Background: an optimization exercise with open tools, aiming at small area and a short achievable clock period. Do not read the settings as production practice. At most, simulation tests tie the RTL to the original design; equivalence was not proved. Power and IR drop assume default switching activity.

==> inputs of v13 <==
==> flow/design.v <==
module mips_core(
	input clk,
	input rst,
	input fwd_en,
	output [31:0] imem_addr,
	input  [31:0] imem_rdata,
	output [31:0] dmem_addr,
	output [31:0] dmem_wdata,
	output dmem_we,
	output dmem_re,
	input  [31:0] dmem_rdata,
	output wb_en,
	output [4:0] wb_dst,
	output [31:0] wb_data
);
	reg  [31:2] pc;
	reg  [31:16] ir_hi;           
	reg  [15:0]  ir_lo;           
	reg         ex_wb, ex_mr, ex_mw, ex_bez, ex_bne, ex_jmp;
	reg         ex_usepc, ex_itype;
	reg  [3:0]  ex_cmd;
	reg  [18:0] ex_imm;
	reg  [4:0]  ex_dst;
	reg  [31:0] ex_a, ex_b;
	reg         ex_f1e, ex_f1m, ex_f2e, ex_f2m;
	reg         m_wb, m_mr, m_mw;
	reg  [31:0] m_res, m_st;
	reg  [4:0]  m_dst;
	reg         w_en;
	reg  [4:0]  w_dst;
	reg  [31:0] w_val;
	reg  [31:1] rf_vld;
	wire [31:0] rf_q [1:31];
	wire [5:0] op = ir_hi[31:26];
	wire [4:0] rs = ir_hi[25:21];
	wire [4:0] rt = ir_hi[20:16];
	wire [4:0] rd = ir_lo[15:11];
	wire [15:0] imm = ir_lo;
	wire d_bez   = (op == 6'd40);
	wire d_bne   = (op == 6'd41);
	wire d_jmp   = (op == 6'd42);
	wire d_br    = d_bez | d_bne | d_jmp;
	wire d_ld    = (op == 6'd36);
	wire d_st    = (op == 6'd37);
	wire d_itype = (op == 6'd32) | (op == 6'd33) | d_ld | d_st | d_br;
	wire d_wb    = (op == 6'd32) | (op == 6'd33) | d_ld | (!d_itype && op != 6'd0);
	wire d_rwi   = d_itype & !d_st & !d_bne;    
	wire [4:0] d_dst = d_itype ? rt : rd;
	reg [3:0] d_cmd;
	always @(*) begin
		case (op)
			6'd3, 6'd33: d_cmd = 4'd2;    
			6'd5:        d_cmd = 4'd4;    
			6'd6:        d_cmd = 4'd5;    
			6'd7:        d_cmd = 4'd6;    
			6'd8:        d_cmd = 4'd7;    
			6'd9, 6'd10: d_cmd = 4'd8;    
			6'd11:       d_cmd = 4'd9;    
			6'd12:       d_cmd = 4'd10;   
			default:     d_cmd = 4'd0;    
		endcase
	end
	wire [16:0] imm_sx  = {imm[15], imm};
	wire [16:0] imm_m1  = imm_sx - 17'd1;
	wire [18:0] d_imm   = d_br ? {imm_m1, 2'b00} : {{3{imm[15]}}, imm};
	wire rs_e = (rs == ex_dst), rt_e = (rt == ex_dst);
	wire rs_m = (rs == m_dst),  rt_m = (rt == m_dst);
	wire hz_fwd = ex_mr & (rs_e | (rt_e & !d_rwi));
	wire hz_nofwd = d_rwi ? ((m_wb & rs_m) | (ex_wb & rs_e))
	                      : ((m_wb & (rs_m | rt_m)) | (ex_wb & (rs_e | rt_e)));
	wire freeze = fwd_en ? hz_fwd : hz_nofwd;
	wire exd_nz = |ex_dst, md_nz = |m_dst;
	wire f1e = fwd_en & ex_wb & exd_nz & rs_e;
	wire f1m = fwd_en & m_wb & md_nz & rs_m;
	wire f2e = fwd_en & ex_wb & exd_nz & rt_e;
	wire f2m = fwd_en & m_wb & md_nz & rt_m;
	reg  [31:0] ra, rb;
	reg         ha, hb;
	integer k;
	always @(*) begin
		ra = 32'd0; rb = 32'd0; ha = 1'b0; hb = 1'b0;
		for (k = 1; k < 32; k = k + 1) begin
			ra = ra | ({32{rs == k && rf_vld[k]}} & rf_q[k]);
			rb = rb | ({32{rt == k && rf_vld[k]}} & rf_q[k]);
			ha = ha | (rs == k && rf_vld[k]);
			hb = hb | (rt == k && rf_vld[k]);
		end
		ra[4:0] = ra[4:0] | (rs & {5{!ha}});
		rb[4:0] = rb[4:0] | (rt & {5{!hb}});
	end
	wire [31:0] fa = ex_f1e ? m_res : ex_f1m ? w_val : ex_a;
	wire [31:0] fb = ex_f2e ? m_res : ex_f2m ? w_val : ex_b;
	wire [31:0] x  = ex_usepc ? {pc, 2'b00} : fa;
	wire [31:0] y  = ex_itype ? {{13{ex_imm[18]}}, ex_imm} : fb;
	wire        sub = (ex_cmd == 4'd2);
	wire [31:0] sum = x + (y ^ {32{sub}}) + {31'd0, sub};
	wire        sh_left  = (ex_cmd == 4'd8);
	wire        sh_fill  = (ex_cmd == 4'd9) & x[31];
	wire        sh_big   = |y[31:5];
	reg  [31:0] x_rev, r_rev;
	wire [31:0] sh_in = sh_left ? x_rev : x;
	wire [32:0] sh_ext = $signed({sh_fill, sh_in}) >>> y[4:0];
	wire [31:0] sh_r = sh_ext[31:0];
	always @(*) begin
		for (k = 0; k < 32; k = k + 1) begin
			x_rev[k] = x[31-k];
			r_rev[k] = sh_r[31-k];
		end
	end
	wire [31:0] sh_out = sh_big ? {32{sh_fill}} : (sh_left ? r_rev : sh_r);
	reg [31:0] res;
	always @(*) begin
		case (ex_cmd)
			4'd4:    res = x & y;
			4'd5:    res = x | y;
			4'd6:    res = ~(x | y);
			4'd7:    res = x ^ y;
			4'd8, 4'd9, 4'd10: res = sh_out;
			default: res = sum;
		endcase
	end
	wire br_taken = (ex_bez & (fa == 32'd0)) | (ex_bne & (fa != fb)) | ex_jmp;
	wire [31:0] m_val = m_mr ? dmem_rdata : m_res;
	wire        rf_we = m_wb & (|m_dst);
	always @(posedge clk or posedge rst) begin
		if (rst) pc <= 30'd0;
		else if (br_taken) pc <= sum[31:2];
		else if (!freeze) pc <= pc + 30'd1;
	end
	always @(posedge clk or posedge rst) begin
		if (rst) ir_hi <= 16'd0;
		else if (br_taken) ir_hi <= 16'd0;
		else if (!freeze) ir_hi <= imem_rdata[31:16];
	end
	always @(posedge clk) begin
		if (!freeze) ir_lo <= imem_rdata[15:0];
	end
	always @(posedge clk or posedge rst) begin
		if (rst) {ex_wb, ex_mr, ex_mw, ex_bez, ex_bne, ex_jmp} <= 6'd0;
		else if (br_taken | freeze) {ex_wb, ex_mr, ex_mw, ex_bez, ex_bne, ex_jmp} <= 6'd0;
		else {ex_wb, ex_mr, ex_mw, ex_bez, ex_bne, ex_jmp} <= {d_wb, d_ld, d_st, d_bez, d_bne, d_jmp};
	end
	always @(posedge clk) begin
		ex_usepc <= d_br;
		ex_itype <= d_itype;
		ex_cmd   <= d_cmd;
		ex_imm   <= d_imm;
		ex_dst   <= d_dst;
		ex_a     <= ra;
		ex_b     <= rb;
		ex_f1e   <= f1e;
		ex_f1m   <= f1m;
		ex_f2e   <= f2e;
		ex_f2m   <= f2m;
	end
	always @(posedge clk or posedge rst) begin
		if (rst) {m_wb, m_mr, m_mw} <= 3'd0;
		else {m_wb, m_mr, m_mw} <= {ex_wb, ex_mr, ex_mw};
	end
	always @(posedge clk) begin
		m_res <= res;
		m_st  <= fb;
		m_dst <= ex_dst;
	end
	always @(posedge clk or posedge rst) begin
		if (rst) w_en <= 1'b0;
		else w_en <= m_wb;
	end
	always @(posedge clk) begin
		w_dst <= m_dst;
		w_val <= m_val;
	end
	genvar gi;
	generate
		for (gi = 1; gi < 32; gi = gi + 1) begin : g_rf
			reg [31:0] r;
			always @(posedge clk) begin
				if (rf_we && m_dst == gi) r <= m_val;
			end
			assign rf_q[gi] = r;
			always @(posedge clk or posedge rst) begin
				if (rst) rf_vld[gi] <= 1'b0;
				else if (rf_we && m_dst == gi) rf_vld[gi] <= 1'b1;
			end
		end
	endgenerate
	assign imem_addr  = {pc, 2'b00};
	assign dmem_addr  = m_res;
	assign dmem_wdata = m_st;
	assign dmem_we    = m_mw;
	assign dmem_re    = m_mr;
	assign wb_en      = w_en;
	assign wb_dst     = w_dst;
	assign wb_data    = w_val;
endmodule
==> flow/run.sh <==
#!/bin/bash
# synth_recipe.tcl (not shown) runs the flow's synth.tcl, then flattens the netlist and writes it again
# the make line also repeats each setting of config.mk as NAME=value (left out here)
make -C /OpenROAD-flow-scripts/flow DESIGN_CONFIG=/design/flow/config.mk WORK_HOME=/design/flow/orfs CLKGATE_MAP_FILE= SYNTH_SCRIPT=/design/flow/synth_recipe.tcl finish
==> flow/config.mk <==
export PLATFORM = sky130hd
export DESIGN_NAME = mips_core
export DESIGN_NICKNAME = mips_core
export VERILOG_FILES = /design/flow/design.v
export SDC_FILE = /design/flow/constraint.sdc
export NUM_CORES = 4
export LEC_CHECK = 0
export CAP_MARGIN = 20
export CORE_MARGIN = 2
export CORE_UTILIZATION = 30
export PLACE_DENSITY = 0.45
export SLEW_MARGIN = 20
==> flow/constraint.sdc <==
create_clock -name core_clock -period 8.0 [get_ports {clk}]
set_input_delay 1.6000 -clock core_clock [delete_from_list [all_inputs] [get_ports {clk}]]
set_output_delay 1.6000 -clock core_clock [all_outputs]
set_load 0.01 [all_outputs]
==> v26: changes against v13 <==
==> flow/design.v, changed modules only <==
module mips_core(
	input clk,
	input rst,
	input fwd_en,
	output [31:0] imem_addr,
	input  [31:0] imem_rdata,
	output [31:0] dmem_addr,
	output [31:0] dmem_wdata,
	output dmem_we,
	output dmem_re,
	input  [31:0] dmem_rdata,
	output wb_en,
	output [4:0] wb_dst,
	output [31:0] wb_data
);
	reg  [31:2] pc;
	reg  [31:16] ir_hi;           
	reg  [15:0]  ir_lo;           
	reg         ex_wb, ex_mr, ex_mw, ex_bez, ex_bne, ex_jmp;
	reg         ex_sub;
	reg         ex_r_add, ex_r_and, ex_r_or, ex_r_nor, ex_r_xor, ex_r_sh;   
	reg         ex_sh_left, ex_sh_arith;
	reg  [16:0] ex_imm;               
	reg  [4:0]  ex_dst;
	reg  [31:0] ex_a, ex_b;
	reg         ex_f1e, ex_f1m, ex_f1r;    
	reg         ex_f2e, ex_f2m, ex_f2r;    
	reg         ex_ye, ex_ym, ex_yr, ex_yi;  
	reg         m_wb, m_mr, m_mw;
	reg  [31:0] m_res, m_st;
	reg  [4:0]  m_dst;
	reg         w_en;
	reg  [4:0]  w_dst;
	reg  [31:0] w_val;
	reg         fwd_q;
	reg  [31:1] rf_vld;
	wire [31:0] rf_q [1:31];
	wire [5:0] op = ir_hi[31:26];
	wire [4:0] rs = ir_hi[25:21];
	wire [4:0] rt = ir_hi[20:16];
	wire [4:0] rd = ir_lo[15:11];
	wire [15:0] imm = ir_lo;
	wire d_bez   = (op == 6'd40);
	wire d_bne   = (op == 6'd41);
	wire d_jmp   = (op == 6'd42);
	wire d_br    = d_bez | d_bne | d_jmp;
	wire d_ld    = (op == 6'd36);
	wire d_st    = (op == 6'd37);
	wire d_itype = (op == 6'd32) | (op == 6'd33) | d_ld | d_st | d_br;
	wire d_wb    = (op == 6'd32) | (op == 6'd33) | d_ld | (!d_itype && op != 6'd0);
	wire d_rwi   = d_itype & !d_st & !d_bne;    
	wire [4:0] d_dst = d_itype ? rt : rd;
	reg [3:0] d_cmd;
	always @(*) begin
		case (op)
			6'd3, 6'd33: d_cmd = 4'd2;    
			6'd5:        d_cmd = 4'd4;    
			6'd6:        d_cmd = 4'd5;    
			6'd7:        d_cmd = 4'd6;    
			6'd8:        d_cmd = 4'd7;    
			6'd9, 6'd10: d_cmd = 4'd8;    
			6'd11:       d_cmd = 4'd9;    
			6'd12:       d_cmd = 4'd10;   
			default:     d_cmd = 4'd0;    
		endcase
	end
	wire [16:0] imm_sx  = {imm[15], imm};
	wire [16:0] d_imm   = d_br ? imm_sx - 17'd1 : imm_sx;
	wire rs_e = (rs == ex_dst), rt_e = (rt == ex_dst);
	wire rs_m = (rs == m_dst),  rt_m = (rt == m_dst);
	wire hz_fwd = ex_mr & (rs_e | (rt_e & !d_rwi));
	wire hz_nofwd = d_rwi ? ((m_wb & rs_m) | (ex_wb & rs_e))
	                      : ((m_wb & (rs_m | rt_m)) | (ex_wb & (rs_e | rt_e)));
	wire freeze = fwd_q ? hz_fwd : hz_nofwd;
	wire exd_nz = |ex_dst, md_nz = |m_dst;
	wire f1e = fwd_q & ex_wb & exd_nz & rs_e;
	wire f1m = fwd_q & m_wb & md_nz & rs_m;
	wire f2e = fwd_q & ex_wb & exd_nz & rt_e;
	wire f2m = fwd_q & m_wb & md_nz & rt_m;
	reg  [31:0] ra, rb;
	reg         ha, hb;
	integer k;
	always @(*) begin
		ra = 32'd0; rb = 32'd0; ha = 1'b0; hb = 1'b0;
		for (k = 1; k < 32; k = k + 1) begin
			ra = ra | ({32{rs == k && rf_vld[k]}} & rf_q[k]);
			rb = rb | ({32{rt == k && rf_vld[k]}} & rf_q[k]);
			ha = ha | (rs == k && rf_vld[k]);
			hb = hb | (rt == k && rf_vld[k]);
		end
		ra[4:0] = ra[4:0] | (rs & {5{!ha}});
		rb[4:0] = rb[4:0] | (rt & {5{!hb}});
	end
	wire [31:0] fa = ({32{ex_f1e}} & m_res) | ({32{ex_f1m}} & w_val) | ({32{ex_f1r}} & ex_a);
	wire [31:0] fb = ({32{ex_f2e}} & m_res) | ({32{ex_f2m}} & w_val) | ({32{ex_f2r}} & ex_b);
	wire [31:0] x  = fa;
	wire [31:0] y  = ({32{ex_ye}} & m_res) | ({32{ex_ym}} & w_val) | ({32{ex_yr}} & ex_b)
	               | ({32{ex_yi}} & {{15{ex_imm[16]}}, ex_imm});
	wire        sub = ex_sub;
	wire [31:0] sum = x + (y ^ {32{sub}}) + {31'd0, sub};
	wire [31:2] br_addr = pc + {{13{ex_imm[16]}}, ex_imm};
	wire [31:2] pc_inc;
	genvar gk;
	generate
		for (gk = 2; gk < 32; gk = gk + 1) begin : g_inc
			if (gk == 2) begin : g0
				assign pc_inc[gk] = !pc[gk];
			end else begin : gn
				assign pc_inc[gk] = pc[gk] ^ (&pc[gk-1:2]);
			end
		end
	endgenerate
	wire        sh_left  = ex_sh_left;
	wire        sh_fill  = ex_sh_arith & x[31];
	wire        sh_big   = |y[31:5];
	reg  [31:0] x_rev, r_rev;
	wire [31:0] sh_in = sh_left ? x_rev : x;
	wire signed [32:0] sh_sin = {sh_fill, sh_in};
	wire signed [32:0] sh_ext = sh_sin >>> y[4:0];
	wire [31:0] sh_r = sh_ext[31:0];
	always @(*) begin
		for (k = 0; k < 32; k = k + 1) begin
			x_rev[k] = x[31-k];
			r_rev[k] = sh_r[31-k];
		end
	end
	wire [31:0] sh_out = sh_big ? {32{sh_fill}} : (sh_left ? r_rev : sh_r);
	wire [31:0] res = ({32{ex_r_add}} & sum)
	                | ({32{ex_r_and}} & (x & y))
	                | ({32{ex_r_or}}  & (x | y))
	                | ({32{ex_r_nor}} & ~(x | y))
	                | ({32{ex_r_xor}} & (x ^ y))
	                | ({32{ex_r_sh}}  & sh_out);
	wire br_taken = (ex_bez & (fa == 32'd0)) | (ex_bne & (fa != fb)) | ex_jmp;
	wire [31:0] m_val = m_mr ? dmem_rdata : m_res;
	wire        rf_we = m_wb & (|m_dst);
	always @(posedge clk or posedge rst) begin
		if (rst) pc <= 30'd0;
		else if (br_taken) pc <= br_addr;
		else if (!freeze) pc <= pc_inc;
	end
	always @(posedge clk or posedge rst) begin
		if (rst) ir_hi <= 16'd0;
		else if (br_taken) ir_hi <= 16'd0;
		else if (!freeze) ir_hi <= imem_rdata[31:16];
	end
	always @(posedge clk) begin
		if (!freeze) ir_lo <= imem_rdata[15:0];
	end
	always @(posedge clk or posedge rst) begin
		if (rst) {ex_wb, ex_mr, ex_mw, ex_bez, ex_bne, ex_jmp} <= 6'd0;
		else if (br_taken | freeze) {ex_wb, ex_mr, ex_mw, ex_bez, ex_bne, ex_jmp} <= 6'd0;
		else {ex_wb, ex_mr, ex_mw, ex_bez, ex_bne, ex_jmp} <= {d_wb, d_ld, d_st, d_bez, d_bne, d_jmp};
	end
	always @(posedge clk) begin
		ex_sub   <= (d_cmd == 4'd2);
		ex_r_add <= (d_cmd == 4'd0) | (d_cmd == 4'd2);
		ex_r_and <= (d_cmd == 4'd4);
		ex_r_or  <= (d_cmd == 4'd5);
		ex_r_nor <= (d_cmd == 4'd6);
		ex_r_xor <= (d_cmd == 4'd7);
		ex_r_sh  <= (d_cmd == 4'd8) | (d_cmd == 4'd9) | (d_cmd == 4'd10);
		ex_sh_left  <= (d_cmd == 4'd8);
		ex_sh_arith <= (d_cmd == 4'd9);
		fwd_q    <= fwd_en;
		ex_imm   <= d_imm;
		ex_dst   <= d_dst;
		ex_a     <= ra;
		ex_b     <= rb;
		ex_f1e   <= f1e;
		ex_f1m   <= f1m & !f1e;
		ex_f1r   <= !f1m & !f1e;
		ex_f2e   <= f2e;
		ex_f2m   <= f2m & !f2e;
		ex_f2r   <= !f2m & !f2e;
		ex_ye    <= !d_itype & f2e;
		ex_ym    <= !d_itype & f2m & !f2e;
		ex_yr    <= !d_itype & !f2m & !f2e;
		ex_yi    <= d_itype;
	end
	always @(posedge clk or posedge rst) begin
		if (rst) {m_wb, m_mr, m_mw} <= 3'd0;
		else {m_wb, m_mr, m_mw} <= {ex_wb, ex_mr, ex_mw};
	end
	always @(posedge clk) begin
		m_res <= res;
		m_st  <= fb;
		m_dst <= ex_dst;
	end
	always @(posedge clk or posedge rst) begin
		if (rst) w_en <= 1'b0;
		else w_en <= m_wb;
	end
	always @(posedge clk) begin
		w_dst <= m_dst;
		w_val <= m_val;
	end
	genvar gi;
	generate
		for (gi = 1; gi < 32; gi = gi + 1) begin : g_rf
			reg [31:0] r;
			always @(posedge clk) begin
				if (rf_we && m_dst == gi) r <= m_val;
			end
			assign rf_q[gi] = r;
			always @(posedge clk or posedge rst) begin
				if (rst) rf_vld[gi] <= 1'b0;
				else if (rf_we && m_dst == gi) rf_vld[gi] <= 1'b1;
			end
		end
	endgenerate
	assign imem_addr  = {pc, 2'b00};
	assign dmem_addr  = m_res;
	assign dmem_wdata = m_st;
	assign dmem_we    = m_mw;
	assign dmem_re    = m_mr;
	assign wb_en      = w_en;
	assign wb_dst     = w_dst;
	assign wb_data    = w_val;
endmodule
Settings changed: CORE_UTILIZATION 30 to 40, CTS_CLUSTER_DIAMETER set to 70, CTS_CLUSTER_SIZE set to 30, PLACE_DENSITY 0.45 to 0.55, SETUP_SLACK_MARGIN set to 4.5.
==> v38: changes against v13 <==
==> flow/design.v, changed modules only <==
module mips_core(
	input clk,
	input rst,
	input fwd_en,
	output [31:0] imem_addr,
	input  [31:0] imem_rdata,
	output [31:0] dmem_addr,
	output [31:0] dmem_wdata,
	output dmem_we,
	output dmem_re,
	input  [31:0] dmem_rdata,
	output wb_en,
	output [4:0] wb_dst,
	output [31:0] wb_data
);
	reg  [31:2] pc;
	reg  [31:16] ir_hi;           
	reg  [15:0]  ir_lo;           
	reg         ex_wb, ex_mr, ex_mw, ex_bez, ex_bne, ex_jmp;
	reg         ex_sub;
	reg  [3:0]  ex_cmd;
	reg  [16:0] ex_imm;               
	reg  [4:0]  ex_dst;
	reg  [31:0] ex_a, ex_b;
	reg         ex_f1e, ex_f1m, ex_f1r;    
	reg         ex_f2e, ex_f2m, ex_f2r;    
	reg         ex_ye, ex_ym, ex_yr, ex_yi;  
	reg         m_wb, m_mr, m_mw;
	reg  [31:0] m_res, m_st;
	reg  [4:0]  m_dst;
	reg         w_en;
	reg  [4:0]  w_dst;
	reg  [31:0] w_val;
	reg  [31:1] rf_vld;
	wire [31:0] rf_q [1:31];
	wire [5:0] op = ir_hi[31:26];
	wire [4:0] rs = ir_hi[25:21];
	wire [4:0] rt = ir_hi[20:16];
	wire [4:0] rd = ir_lo[15:11];
	wire [15:0] imm = ir_lo;
	wire d_bez   = (op == 6'd40);
	wire d_bne   = (op == 6'd41);
	wire d_jmp   = (op == 6'd42);
	wire d_br    = d_bez | d_bne | d_jmp;
	wire d_ld    = (op == 6'd36);
	wire d_st    = (op == 6'd37);
	wire d_itype = (op == 6'd32) | (op == 6'd33) | d_ld | d_st | d_br;
	wire d_wb    = (op == 6'd32) | (op == 6'd33) | d_ld | (!d_itype && op != 6'd0);
	wire d_rwi   = d_itype & !d_st & !d_bne;    
	wire [4:0] d_dst = d_itype ? rt : rd;
	reg [3:0] d_cmd;
	always @(*) begin
		case (op)
			6'd3, 6'd33: d_cmd = 4'd2;    
			6'd5:        d_cmd = 4'd4;    
			6'd6:        d_cmd = 4'd5;    
			6'd7:        d_cmd = 4'd6;    
			6'd8:        d_cmd = 4'd7;    
			6'd9, 6'd10: d_cmd = 4'd8;    
			6'd11:       d_cmd = 4'd9;    
			6'd12:       d_cmd = 4'd10;   
			default:     d_cmd = 4'd0;    
		endcase
	end
	wire [16:0] imm_sx  = {imm[15], imm};
	wire [16:0] d_imm   = d_br ? imm_sx - 17'd1 : imm_sx;
	wire rs_e = (rs == ex_dst), rt_e = (rt == ex_dst);
	wire rs_m = (rs == m_dst),  rt_m = (rt == m_dst);
	wire hz_fwd = ex_mr & (rs_e | (rt_e & !d_rwi));
	wire hz_nofwd = d_rwi ? ((m_wb & rs_m) | (ex_wb & rs_e))
	                      : ((m_wb & (rs_m | rt_m)) | (ex_wb & (rs_e | rt_e)));
	wire freeze = fwd_en ? hz_fwd : hz_nofwd;
	wire exd_nz = |ex_dst, md_nz = |m_dst;
	wire f1e = fwd_en & ex_wb & exd_nz & rs_e;
	wire f1m = fwd_en & m_wb & md_nz & rs_m;
	wire f2e = fwd_en & ex_wb & exd_nz & rt_e;
	wire f2m = fwd_en & m_wb & md_nz & rt_m;
	reg  [31:0] ra, rb;
	reg         ha, hb;
	integer k;
	always @(*) begin
		ra = 32'd0; rb = 32'd0; ha = 1'b0; hb = 1'b0;
		for (k = 1; k < 32; k = k + 1) begin
			ra = ra | ({32{rs == k && rf_vld[k]}} & rf_q[k]);
			rb = rb | ({32{rt == k && rf_vld[k]}} & rf_q[k]);
			ha = ha | (rs == k && rf_vld[k]);
			hb = hb | (rt == k && rf_vld[k]);
		end
		ra[4:0] = ra[4:0] | (rs & {5{!ha}});
		rb[4:0] = rb[4:0] | (rt & {5{!hb}});
	end
	wire [31:0] fa = ({32{ex_f1e}} & m_res) | ({32{ex_f1m}} & w_val) | ({32{ex_f1r}} & ex_a);
	wire [31:0] fb = ({32{ex_f2e}} & m_res) | ({32{ex_f2m}} & w_val) | ({32{ex_f2r}} & ex_b);
	wire [31:0] x  = fa;
	wire [31:0] y  = ({32{ex_ye}} & m_res) | ({32{ex_ym}} & w_val) | ({32{ex_yr}} & ex_b)
	               | ({32{ex_yi}} & {{15{ex_imm[16]}}, ex_imm});
	wire        sub = ex_sub;
	wire [31:0] sum = x + (y ^ {32{sub}}) + {31'd0, sub};
	wire [31:2] br_addr = pc + {{13{ex_imm[16]}}, ex_imm};
	wire [31:2] pc_inc;
	genvar gk;
	generate
		for (gk = 2; gk < 32; gk = gk + 1) begin : g_inc
			if (gk == 2) begin : g0
				assign pc_inc[gk] = !pc[gk];
			end else begin : gn
				assign pc_inc[gk] = pc[gk] ^ (&pc[gk-1:2]);
			end
		end
	endgenerate
	wire        sh_left  = (ex_cmd == 4'd8);
	wire        sh_fill  = (ex_cmd == 4'd9) & x[31];
	wire        sh_big   = |y[31:5];
	reg  [31:0] x_rev, r_rev;
	wire [31:0] sh_in = sh_left ? x_rev : x;
	wire signed [32:0] sh_sin = {sh_fill, sh_in};
	wire signed [32:0] sh_ext = sh_sin >>> y[4:0];
	wire [31:0] sh_r = sh_ext[31:0];
	always @(*) begin
		for (k = 0; k < 32; k = k + 1) begin
			x_rev[k] = x[31-k];
			r_rev[k] = sh_r[31-k];
		end
	end
	wire [31:0] sh_out = sh_big ? {32{sh_fill}} : (sh_left ? r_rev : sh_r);
	reg [31:0] res;
	always @(*) begin
		case (ex_cmd)
			4'd4:    res = x & y;
			4'd5:    res = x | y;
			4'd6:    res = ~(x | y);
			4'd7:    res = x ^ y;
			4'd8, 4'd9, 4'd10: res = sh_out;
			default: res = sum;
		endcase
	end
	wire br_taken = (ex_bez & (fa == 32'd0)) | (ex_bne & (fa != fb)) | ex_jmp;
	wire [31:0] m_val = m_mr ? dmem_rdata : m_res;
	wire        rf_we = m_wb & (|m_dst);
	always @(posedge clk or posedge rst) begin
		if (rst) pc <= 30'd0;
		else if (br_taken) pc <= br_addr;
		else if (!freeze) pc <= pc_inc;
	end
	always @(posedge clk or posedge rst) begin
		if (rst) ir_hi <= 16'd0;
		else if (br_taken) ir_hi <= 16'd0;
		else if (!freeze) ir_hi <= imem_rdata[31:16];
	end
	always @(posedge clk) begin
		if (!freeze) ir_lo <= imem_rdata[15:0];
	end
	always @(posedge clk or posedge rst) begin
		if (rst) {ex_wb, ex_mr, ex_mw, ex_bez, ex_bne, ex_jmp} <= 6'd0;
		else if (br_taken | freeze) {ex_wb, ex_mr, ex_mw, ex_bez, ex_bne, ex_jmp} <= 6'd0;
		else {ex_wb, ex_mr, ex_mw, ex_bez, ex_bne, ex_jmp} <= {d_wb, d_ld, d_st, d_bez, d_bne, d_jmp};
	end
	always @(posedge clk) begin
		ex_sub   <= (d_cmd == 4'd2);
		ex_cmd   <= d_cmd;
		ex_imm   <= d_imm;
		ex_dst   <= d_dst;
		ex_a     <= ra;
		ex_b     <= rb;
		ex_f1e   <= f1e;
		ex_f1m   <= f1m & !f1e;
		ex_f1r   <= !f1m & !f1e;
		ex_f2e   <= f2e;
		ex_f2m   <= f2m & !f2e;
		ex_f2r   <= !f2m & !f2e;
		ex_ye    <= !d_itype & f2e;
		ex_ym    <= !d_itype & f2m & !f2e;
		ex_yr    <= !d_itype & !f2m & !f2e;
		ex_yi    <= d_itype;
	end
	always @(posedge clk or posedge rst) begin
		if (rst) {m_wb, m_mr, m_mw} <= 3'd0;
		else {m_wb, m_mr, m_mw} <= {ex_wb, ex_mr, ex_mw};
	end
	always @(posedge clk) begin
		m_res <= res;
		m_st  <= fb;
		m_dst <= ex_dst;
	end
	always @(posedge clk or posedge rst) begin
		if (rst) w_en <= 1'b0;
		else w_en <= m_wb;
	end
	always @(posedge clk) begin
		w_dst <= m_dst;
		w_val <= m_val;
	end
	genvar gi;
	generate
		for (gi = 1; gi < 32; gi = gi + 1) begin : g_rf
			reg [31:0] r;
			always @(posedge clk) begin
				if (rf_we && m_dst == gi) r <= m_val;
			end
			assign rf_q[gi] = r;
			always @(posedge clk or posedge rst) begin
				if (rst) rf_vld[gi] <= 1'b0;
				else if (rf_we && m_dst == gi) rf_vld[gi] <= 1'b1;
			end
		end
	endgenerate
	assign imem_addr  = {pc, 2'b00};
	assign dmem_addr  = m_res;
	assign dmem_wdata = m_st;
	assign dmem_we    = m_mw;
	assign dmem_re    = m_mr;
	assign wb_en      = w_en;
	assign wb_dst     = w_dst;
	assign wb_data    = w_val;
endmodule
Settings changed: SETUP_SLACK_MARGIN set to 4.5.
==> summary.txt <==
| item | v38 | v13 | v26 |
|---|---|---|---|
| Core utilization of the finished layout | 36.8% | 35.4% | 47.0% |
| CP Buf/Inv Count | 2 | 1 | 2 |
| Flip-flop and latch count after synthesis | 1302 | 1299 | 1307 |
| Power of the clock network | 6910 uW | 7270 uW | 5480 uW |
| CTS H-Tree Depth | 4 | 4 | 3 |
| Drt via density | 6.69 | 6.69 | 7.38 |
| Result of the run | finished clean | finished clean | finished clean |
| Power in sequential cells | 10500 uW | 11000 uW | 10500 uW |
| Data arrival at the endpoint of the critical path | 4370 ps | 5790 ps | 4160 ps |
| Pint | 17900 uW | 18100 uW | 16400 uW |
| Mux cell area share after synthesis | 3.67% | 4.85% | 3.70% |
| Number of instances in the synthesized netlist | 4934 | 4984 | 4841 |
| Worst hold slack after final layout | 353 ps | 354 ps | 360 ps |
| Share of cell area taken by multi-input logic gates | 32.2% | 32.4% | 32.9% |
| Vias in the first global route | 50200 | 50400 | 49200 |
For v13, only the layout was checked, not whether the RTL still works.

## static timing again, ports no longer ideal
How much do the figures lean on ideal ports? The routed layouts below were timed once more, with nothing changed but the port constraints.
Step 1, drivers: a clkbuf_16 drives clk and a buf_2 each remaining input, both assumed.
Step 2, shift: input delay + t, output delay - t, t = (earliest + latest rising clock arrival at the registers) / 2. This alone moves slack from input paths to output paths.
a / b / c = ideal ports / drivers / drivers and shift; a / b = the first two.
run	t, ns	slack for setup (ns)	worst hold slack (ns)	worst setup path after step 2	worst register clock-pin slew, ns
v13	0.897	2.852 / 2.852 / 2.852	0.354 / 0.354 / 0.354	register to register	0.07 / 0.07
v26	0.823	4.270 / 4.270 / 4.270	0.360 / 0.360 / 0.360	register to register	0.12 / 0.12
v38	0.908	4.335 / 4.335 / 3.787	0.353 / 0.353 / 0.353	input to register	0.07 / 0.07
After both steps setup and hold are still met in every run listed. For v38, which loses most, drivers alone change the setup slack by 0.000 ns; drivers and shift together by -0.548 ns.
